What follows belongs to an exercise in optimizing a design on an open flow for small area; a production flow would make more cautious choices.
The RTL was checked by simulation tests, not by an equivalence proof against the original design.
Power is estimated from default activity; no workload was simulated.

branch ember:
==> flow/design.v <==
`timescale 1ns / 1ps
module clk_divider(
	input clk_in,
	input rst_n,
	output tick
    );
reg [5:0] q;
assign tick = (q[5:1] == 5'b01101);
wire fb = ~(q[5] ^ q[4]);
always @(posedge clk_in or negedge rst_n)
begin
	if (!rst_n)
		q <= 6'd57;
	else
		q <= {q[4], q[3] ^ tick, q[2:0], fb};
end
endmodule
`timescale 1ns / 1ps
module debouncer(
	input 		clk,
	input 		en,
	input 		rst_n,
	input 		noisy_in,
	output 		rise
    );
reg s0;
assign rise = noisy_in & ~s0;
always @(posedge clk or negedge rst_n)
begin
	if (!rst_n)
		s0 <= 1'b0;
	else if (en)
		s0 <= noisy_in;
end
endmodule
`timescale 1ns / 1ps
module elevator(
	input clk, rst,
	input tick,
	input [4:0] rise,         
	input direction_1, direction_2, direction_3,
	input [4:0] fd,           
	output reg [4:0] Lig_All,
	output reg [4:0] Elev_Put,
	output reg led_busy,
	output [4:0] disp         
);
reg [2:0] hall0, hall1, hall;
always @(posedge clk or negedge rst)
begin
	if (!rst) begin
		hall0 <= 3'd7;
		hall1 <= 3'd7;
		hall <= 3'd7;
	end
	else if (tick) begin
		hall0 <= rise[0] ? 3'd0 : rise[1] ? 3'd1 : rise[2] ? 3'd2 :
		         rise[3] ? 3'd3 : rise[4] ? 3'd4 : 3'd7;
		hall1 <= hall0;
		hall <= hall1;
	end
end
reg [7:0] Say;            
reg [2:0] pressed;        
reg way_want;
reg [2:0] inner;          
reg [4:0] Layer;
reg PosLoc, Current_way;
reg [2:0] regression;
reg [2:0] FinishPart;     
reg [1:0] DirMe;          
function lt3;
	input [2:0] a, b;
	lt3 = ~a[2] & (b[2] | (~a[1] & b[1]) | ((~a[1] | b[1]) & ~a[0] & b[0]));
endfunction
function [4:0] dec5;
	input [2:0] a;
	dec5 = {a[2], ~a[2] & (a[1:0] == 2'd3), ~a[2] & (a[1:0] == 2'd2),
	        ~a[2] & (a[1:0] == 2'd1), ~a[2] & (a[1:0] == 2'd0)};
endfunction
wire step = tick & (&Say);
wire step_d = tick & ~|Say[7:3] & ~Say[0];
wire [4:0] car = fd & ~Layer;
wire pv = ~(pressed[2] & pressed[1]) && (pressed != regression);
wire iv = ~(inner[2] & inner[1]) && (inner != regression);
wire [1:0] dir_stop = regression[1:0] | {2{regression[2]}};
wire qv = pv | iv;
wire [2:0] q = pv ? pressed : inner;
wire q_way_ok = !pv || (way_want == Current_way);
wire in_r0 = (regression == 3'd0);
wire arrive = !PosLoc && FinishPart == regression;
wire dstop = !PosLoc && DirMe == dir_stop;
wire q_mid = q_way_ok && (Current_way ? (lt3(q, regression) && lt3(FinishPart, q))
                                      : (lt3(regression, q) && lt3(q, FinishPart)));
wire start = qv && (in_r0 || PosLoc);
wire take = start || (qv && !in_r0 && !arrive && !dstop && q_mid);
assign disp = {PosLoc, Current_way, regression};
always @(posedge clk)
begin
	if (!rst) begin
		led_busy <= 1'b0;
		Lig_All <= 5'd0;
		Elev_Put <= 5'd0;
		inner <= 3'd7;
		PosLoc <= 1'b1;
		regression <= 3'd0;
		Say <= 8'd6;
		pressed <= 3'd7;
		Layer <= 5'd0;
	end
	else if (tick) begin
		Layer <= fd;
		Say <= step ? 8'd6 : Say + 8'd1;
		if (~(hall[2] & hall[1]) && !step) begin
			pressed <= hall;
			way_want <= hall[1] ? (hall[0] ? direction_3 : direction_2) : direction_1;
		end
		else if (step_d)
			pressed <= 3'd7;
		if (car[0] && !step)      inner <= 3'd0;
		else if (car[1] && !step) inner <= 3'd1;
		else if (car[2] && !step) inner <= 3'd2;
		else if (car[3] && !step) inner <= 3'd3;
		else if (car[4] && !step) inner <= 3'd4;
		else if (step_d)          inner <= 3'd7;
		if (step) begin
			if (in_r0 ? !qv : (arrive || dstop)) begin
				Elev_Put <= Elev_Put & ~dec5(regression);
				Lig_All <= Lig_All & ~dec5(regression);
			end
			else if (take) begin
				if (pv)
					Elev_Put <= Elev_Put | dec5(q);
				else
					Lig_All <= Lig_All | dec5(q);
			end
			led_busy <= in_r0 ? (qv ? led_busy : ~PosLoc) : (arrive || dstop);
		end
		if (step_d) begin
			if (in_r0) begin
				if (qv)
					regression <= 3'd1;
				PosLoc <= !qv;
			end
			else if (arrive)
				PosLoc <= 1'b1;
			else if (dstop)
				DirMe <= 2'd0;
			else if (!PosLoc)
				regression <= (Current_way || regression[2]) ? regression - 3'd1 : regression + 3'd1;
			if (start) begin
				FinishPart <= q;
				PosLoc <= 1'b0;
				DirMe <= 2'd0;
				Current_way <= !lt3(regression, q);
			end
			else if (take)
				DirMe <= q[1:0];
		end
	end
end
endmodule
`timescale 1ns / 1ps
module ssd(
	input clk,
	input rst,                  
	input [4:0] disp,           
	output a_out, b_out, c_out, d_out, e_out, f_out, g_out,
	output p_out,
	output [7:0] an
);
reg [16:0] cnt;
reg on;                         
reg [2:0] dig;                  
localparam [16:0] TERM = 17'd85105;
localparam [16:0] TMASK = ~17'h04004;
wire adv = ((cnt ^ TERM) & TMASK) == 17'd0;
wire fb = ~(cnt[16] ^ cnt[13]);
wire on_n = rst & (on | adv);
wire [2:0] dig_n = !rst ? 3'd0 : (adv & on) ? dig + 3'd1 : dig;
always @(posedge clk)
begin
	if (!rst)
		cnt <= 17'd117873;
	else
		cnt <= {cnt[15] ^ adv, cnt[14:0], fb};
	on <= on_n;
	dig <= dig_n;
end
assign an = ~({7'd0, on} << dig);
assign p_out = 1'b1;
reg [4:0] disp_d;
always @(posedge clk)
	disp_d <= disp;
reg [6:0] seg;
always @(*)
begin
	case (dig)
	3'd0: if (!on)
		seg = 7'b1111111;
	      else case (disp_d[2:0])
		3'd0: seg = 7'b0000001;
		3'd1: seg = 7'b1001111;
		3'd2: seg = 7'b0010010;
		3'd3: seg = 7'b0000110;
		default: seg = 7'b1101100;
		endcase
	3'd1: seg = 7'b1111110;
	3'd2: seg = 7'b1110001;
	3'd3: seg = 7'b0111000;
	3'd4: seg = disp_d[4] ? 7'b1000010 : disp_d[3] ? 7'b0000001 : 7'b0011000;
	3'd5: seg = disp_d[4] ? 7'b1001111 : disp_d[3] ? 7'b1000010 : 7'b1000001;
	default: seg = 7'b1111110;
	endcase
end
assign {a_out, b_out, c_out, d_out, e_out, f_out, g_out} = seg;
endmodule
`timescale 1ns / 1ps
module top_module(
    input clk,
    rst,
    floor_0_p,
    floor_1_p,
    floor_2_p,
    floor_3_p,
    floor_4_p,
    direction_1,
    direction_2,
    direction_3,
    floor_0_d,
    floor_1_d,
    floor_2_d,
    floor_3_d,
    floor_4_d,
    output led_inside_0,
    led_inside_1,
    led_inside_2,
    led_inside_3,
    led_inside_4,
    led_outside_0,
    led_outside_1,
    led_outside_2,
    led_outside_3,
    led_outside_4,
    led_busy,
    a_out,b_out,c_out,d_out,e_out,f_out,g_out,p_out,
    output [7:0]an
);
    wire tick;
    wire [4:0] rise;
    wire [4:0] disp;
    clk_divider divider(.clk_in(clk), .rst_n(rst), .tick(tick));
    debouncer pb0(.clk(clk), .en(tick), .rst_n(rst), .noisy_in(floor_0_p), .rise(rise[0]));
    debouncer pb1(.clk(clk), .en(tick), .rst_n(rst), .noisy_in(floor_1_p), .rise(rise[1]));
    debouncer pb2(.clk(clk), .en(tick), .rst_n(rst), .noisy_in(floor_2_p), .rise(rise[2]));
    debouncer pb3(.clk(clk), .en(tick), .rst_n(rst), .noisy_in(floor_3_p), .rise(rise[3]));
    debouncer pb4(.clk(clk), .en(tick), .rst_n(rst), .noisy_in(floor_4_p), .rise(rise[4]));
    elevator elev(
        .clk(clk), .rst(rst), .tick(tick), .rise(rise),
        .direction_1(direction_1), .direction_2(direction_2), .direction_3(direction_3),
        .fd({floor_4_d, floor_3_d, floor_2_d, floor_1_d, floor_0_d}),
        .Lig_All({led_inside_4, led_inside_3, led_inside_2, led_inside_1, led_inside_0}),
        .Elev_Put({led_outside_4, led_outside_3, led_outside_2, led_outside_1, led_outside_0}),
        .led_busy(led_busy),
        .disp(disp));
    ssd seven_segment_display(
        .clk(clk), .rst(rst), .disp(disp),
        .a_out(a_out), .b_out(b_out), .c_out(c_out), .d_out(d_out),
        .e_out(e_out), .f_out(f_out), .g_out(g_out), .p_out(p_out),
        .an(an));
endmodule
clock: 10.0 ns
lec_check: 0
cap_margin: 20
core_margin: 2
core_utilization: 40
cts_buf_list: sky130_fd_sc_hd__clkbuf_8
place_density: 0.6
slew_margin: 20
standard.sh (not shown) runs the stock make flow with config.mk's settings and CLKGATE_MAP_FILE= SYNTH_SCRIPT=/design/flow/synth_recipe.tcl, a recipe that flattens the netlist after the stock synthesis.
==> flow/flow/run.sh <==
#!/bin/bash
# The standard layout (standard.sh) with these changes:
#  - ABC maps the logic with an area-oriented script (&deepsyn, then dch and
#    amap), tried with a few random seeds; the smallest result is kept.
#    Everything else in synthesis, the flip-flop mapping included, is the
#    standard synthesis (synth_recipe.tcl), so the registers are the same.
#    Yosys's full/half-adder extraction is skipped (ADDER_MAP_FILE empty), so
#    ABC sees the adders' logic as plain gates.
#  - the port buffers are made from the smallest buffer cell.
#  - clock tree synthesis adds no dummy loads.
set -euo pipefail
W=$PWD
mkdir -p "$W/abc"
cat > "$W/synth_area.tcl" <<EOF
proc abc {args} {
  set i [lsearch \$args -script]
  set lib [lindex \$args [expr {[lsearch \$args -liberty] + 1}]]
  yosys design -save pre_abc
  set best ""
  foreach seed {7 11 2 3 5 13} {
    yosys design -load pre_abc
    set f $W/abc/seed\$seed.script
    set fh [open \$f w]
    puts \$fh "strash\n&get -n\n&deepsyn -T 20 -S \$seed\n&put\ndch -f\namap\ntopo"
    close \$fh
    lset args [expr {\$i + 1}] \$f
    yosys abc {*}\$args
    yosys tee -q -o $W/abc/stat\$seed.txt stat -liberty \$lib
    set fh [open $W/abc/stat\$seed.txt r]; set txt [read \$fh]; close \$fh
    regexp {Chip area for module [^:]*: ([0-9.]+)} \$txt -> a
    puts "abc seed \$seed: area \$a"
    if {\$best eq "" || \$a < \$best} { set best \$a; yosys design -save best_abc }
  }
  yosys design -load best_abc
}
source $W/synth_recipe.tcl
EOF
export BUFFER_PORTS_ARGS="-buffer_cell sky130_fd_sc_hd__buf_1"
export CTS_ARGS="-sink_clustering_enable -repair_clock_nets -buf_list sky130_fd_sc_hd__clkbuf_8 -dont_use_dummy_load"
bash standard.sh SYNTH_SCRIPT="$W/synth_area.tcl" ADDER_MAP_FILE= finish > standard.log 2>&1
For branch raven, these inputs were changed with respect to branch ember:
==> flow/design.v, changed modules only <==
module elevator(
	input clk, rst,
	input tick,
	input [4:0] rise,         
	input direction_1, direction_2, direction_3,
	input [4:0] fd,           
	output reg [4:0] Lig_All,
	output reg [4:0] Elev_Put,
	output reg led_busy,
	output [4:0] disp         
);
reg [2:0] nhall0, nhall1, nhall;
wire [2:0] hall = ~nhall;
always @(posedge clk or negedge rst)
begin
	if (!rst) begin
		nhall0 <= 3'd0;
		nhall1 <= 3'd0;
		nhall <= 3'd0;
	end
	else if (tick) begin
		nhall0 <= ~(rise[0] ? 3'd0 : rise[1] ? 3'd1 : rise[2] ? 3'd2 :
		            rise[3] ? 3'd3 : rise[4] ? 3'd4 : 3'd7);
		nhall1 <= nhall0;
		nhall <= nhall1;
	end
end
reg [7:0] Say;            
reg [2:0] pressed;        
reg way_want;
reg [2:0] inner;          
reg [4:0] Layer;
reg PosLoc, Current_way;
reg [2:0] regression;
reg [2:0] FinishPart;     
reg [1:0] DirMe;          
function lt3;
	input [2:0] a, b;
	lt3 = ~a[2] & (b[2] | (~a[1] & b[1]) | ((~a[1] | b[1]) & ~a[0] & b[0]));
endfunction
function [4:0] dec5;
	input [2:0] a;
	dec5 = {a[2], ~a[2] & (a[1:0] == 2'd3), ~a[2] & (a[1:0] == 2'd2),
	        ~a[2] & (a[1:0] == 2'd1), ~a[2] & (a[1:0] == 2'd0)};
endfunction
wire step = tick & (&Say);
wire step_d = tick & ~|Say[7:3] & ~Say[0];
wire [4:0] car = fd & ~Layer;
wire pv = ~(pressed[2] & pressed[1]) && (pressed != regression);
wire iv = ~(inner[2] & inner[1]) && (inner != regression);
wire [1:0] dir_stop = regression[1:0] | {2{regression[2]}};
wire qv = pv | iv;
wire [2:0] q = pv ? pressed : inner;
wire q_way_ok = !pv || (way_want == Current_way);
wire in_r0 = (regression == 3'd0);
wire arrive = !PosLoc && FinishPart == regression;
wire dstop = !PosLoc && DirMe == dir_stop;
wire q_mid = q_way_ok && (Current_way ? (lt3(q, regression) && lt3(FinishPart, q))
                                      : (lt3(regression, q) && lt3(q, FinishPart)));
wire start = qv && (in_r0 || PosLoc);
wire take = start || (qv && !in_r0 && !arrive && !dstop && q_mid);
assign disp = {PosLoc, Current_way, regression};
always @(posedge clk)
begin
	if (!rst) begin
		led_busy <= 1'b0;
		Lig_All <= 5'd0;
		Elev_Put <= 5'd0;
		inner <= 3'd7;
		PosLoc <= 1'b1;
		regression <= 3'd0;
		Say <= 8'd6;
		pressed <= 3'd7;
		Layer <= 5'd0;
	end
	else if (tick) begin
		Layer <= fd;
		Say <= step ? 8'd6 : Say + 8'd1;
		if (~(hall[2] & hall[1]) && !step) begin
			pressed <= hall;
			way_want <= hall[1] ? (hall[0] ? direction_3 : direction_2) : direction_1;
		end
		else if (step_d)
			pressed <= 3'd7;
		if (car[0] && !step)      inner <= 3'd0;
		else if (car[1] && !step) inner <= 3'd1;
		else if (car[2] && !step) inner <= 3'd2;
		else if (car[3] && !step) inner <= 3'd3;
		else if (car[4] && !step) inner <= 3'd4;
		else if (step_d)          inner <= 3'd7;
		if (step) begin
			if (in_r0 ? !qv : (arrive || dstop)) begin
				Elev_Put <= Elev_Put & ~dec5(regression);
				Lig_All <= Lig_All & ~dec5(regression);
			end
			else if (take) begin
				if (pv)
					Elev_Put <= Elev_Put | dec5(q);
				else
					Lig_All <= Lig_All | dec5(q);
			end
			led_busy <= in_r0 ? (qv ? led_busy : ~PosLoc) : (arrive || dstop);
		end
		if (step_d) begin
			if (in_r0) begin
				if (qv)
					regression <= 3'd1;
				PosLoc <= !qv;
			end
			else if (arrive)
				PosLoc <= 1'b1;
			else if (dstop)
				DirMe <= 2'd0;
			else if (!PosLoc)
				regression <= (Current_way || regression[2]) ? regression - 3'd1 : regression + 3'd1;
			if (start) begin
				FinishPart <= q;
				PosLoc <= 1'b0;
				DirMe <= 2'd0;
				Current_way <= !lt3(regression, q);
			end
			else if (take)
				DirMe <= q[1:0];
		end
	end
end
endmodule
module ssd(
	input clk,
	input rst,                  
	input [4:0] disp,           
	output a_out, b_out, c_out, d_out, e_out, f_out, g_out,
	output p_out,
	output [7:0] an
);
reg [16:0] cnt;
reg [3:0] st;                   
localparam [16:0] TERM = 17'd85105;
localparam [16:0] TMASK = ~17'h04004;
wire adv = ((cnt ^ TERM) & TMASK) == 17'd0;
wire fb = ~(cnt[16] ^ cnt[13]);
wire [3:0] st_n = !rst ? 4'd0 : !adv ? st : st[3] ? 4'd1 : st + 4'd1;
always @(posedge clk)
begin
	if (!rst)
		cnt <= 17'd117873;
	else
		cnt <= {cnt[15] ^ adv, cnt[14:0], fb};
	st <= st_n;
end
assign an[7] = ~st[3];
genvar i;
generate
	for (i = 0; i < 7; i = i + 1) begin : g_an
		assign an[i] = (st[2:0] != i + 1);
	end
endgenerate
assign p_out = 1'b1;
reg [4:0] disp_d;
always @(posedge clk)
	disp_d <= disp;
reg [6:0] seg;
always @(*)
begin
	case (st[2:0])
	3'd0: seg = {6'b111111, ~st[3]};    
	3'd1: case (disp_d[2:0])
		3'd0: seg = 7'b0000001;
		3'd1: seg = 7'b1001111;
		3'd2: seg = 7'b0010010;
		3'd3: seg = 7'b0000110;
		default: seg = 7'b1101100;
		endcase
	3'd2: seg = 7'b1111110;
	3'd3: seg = 7'b1110001;
	3'd4: seg = 7'b0111000;
	3'd5: seg = disp_d[4] ? 7'b1000010 : disp_d[3] ? 7'b0000001 : 7'b0011000;
	3'd6: seg = disp_d[4] ? 7'b1001111 : disp_d[3] ? 7'b1000010 : 7'b1000001;
	default: seg = 7'b1111110;
	endcase
end
assign {a_out, b_out, c_out, d_out, e_out, f_out, g_out} = seg;
endmodule
Notes after the runs:
Number of global-route vias before repair came out lower on branch raven than on branch ember.
Higher power spent charging and discharging nets was reported by branch ember, not branch raven.
Between branch raven and branch ember, the total power figures differ only marginally.
Measured against each other, branch raven and branch ember differ in multi-input gate count, the higher figure coming from branch ember.
On arrival time at the worst endpoint, the lower figure sits with branch raven, not branch ember.
From branch ember to branch raven the numbers moved as follows: area fraction in compound gates after synthesis increased by 0.38 points relative to the old numbers, fraction of area in registers decreased by 0.32 points relative to the old numbers, synthesis-to-layout area growth closely matched the old numbers, number of placed I/O pins closely matched the old numbers.
The faster design of the two is branch raven; branch ember tops out lower.
On final-layout worst hold slack, branch raven and branch ember are neck and neck.
branch raven reports its slowest stage cell on the critical path as dfxtp_1 while branch ember reports o22ai_1.

[afterwards: timing with drivers on the ports]
Ports are ideal in the flow. The routed layouts listed here were re-timed in OpenROAD. Step 1, drivers: a clkbuf_16 drives clk and a buf_2 each remaining input, both assumed. Step 2, shift: input delay + t, output delay - t, t = (earliest + latest rising clock arrival at the registers) / 2. This alone moves slack from input paths to output paths. Three values: ideal ports, drivers, drivers and shift; two values: the first two.
run	t (ns)	setup slack, ns	worst setup path after step 2	cell pins on the clock port's net
branch ember	0.365	5.458 / 5.458 / 5.458	register to register	1
branch raven	0.367	6.021 / 5.990 / 5.794	input to register	1
After both steps setup and hold are still met in every run listed. For branch raven, which loses most, drivers alone change the setup slack by -0.031 ns; drivers and shift together by -0.227 ns.
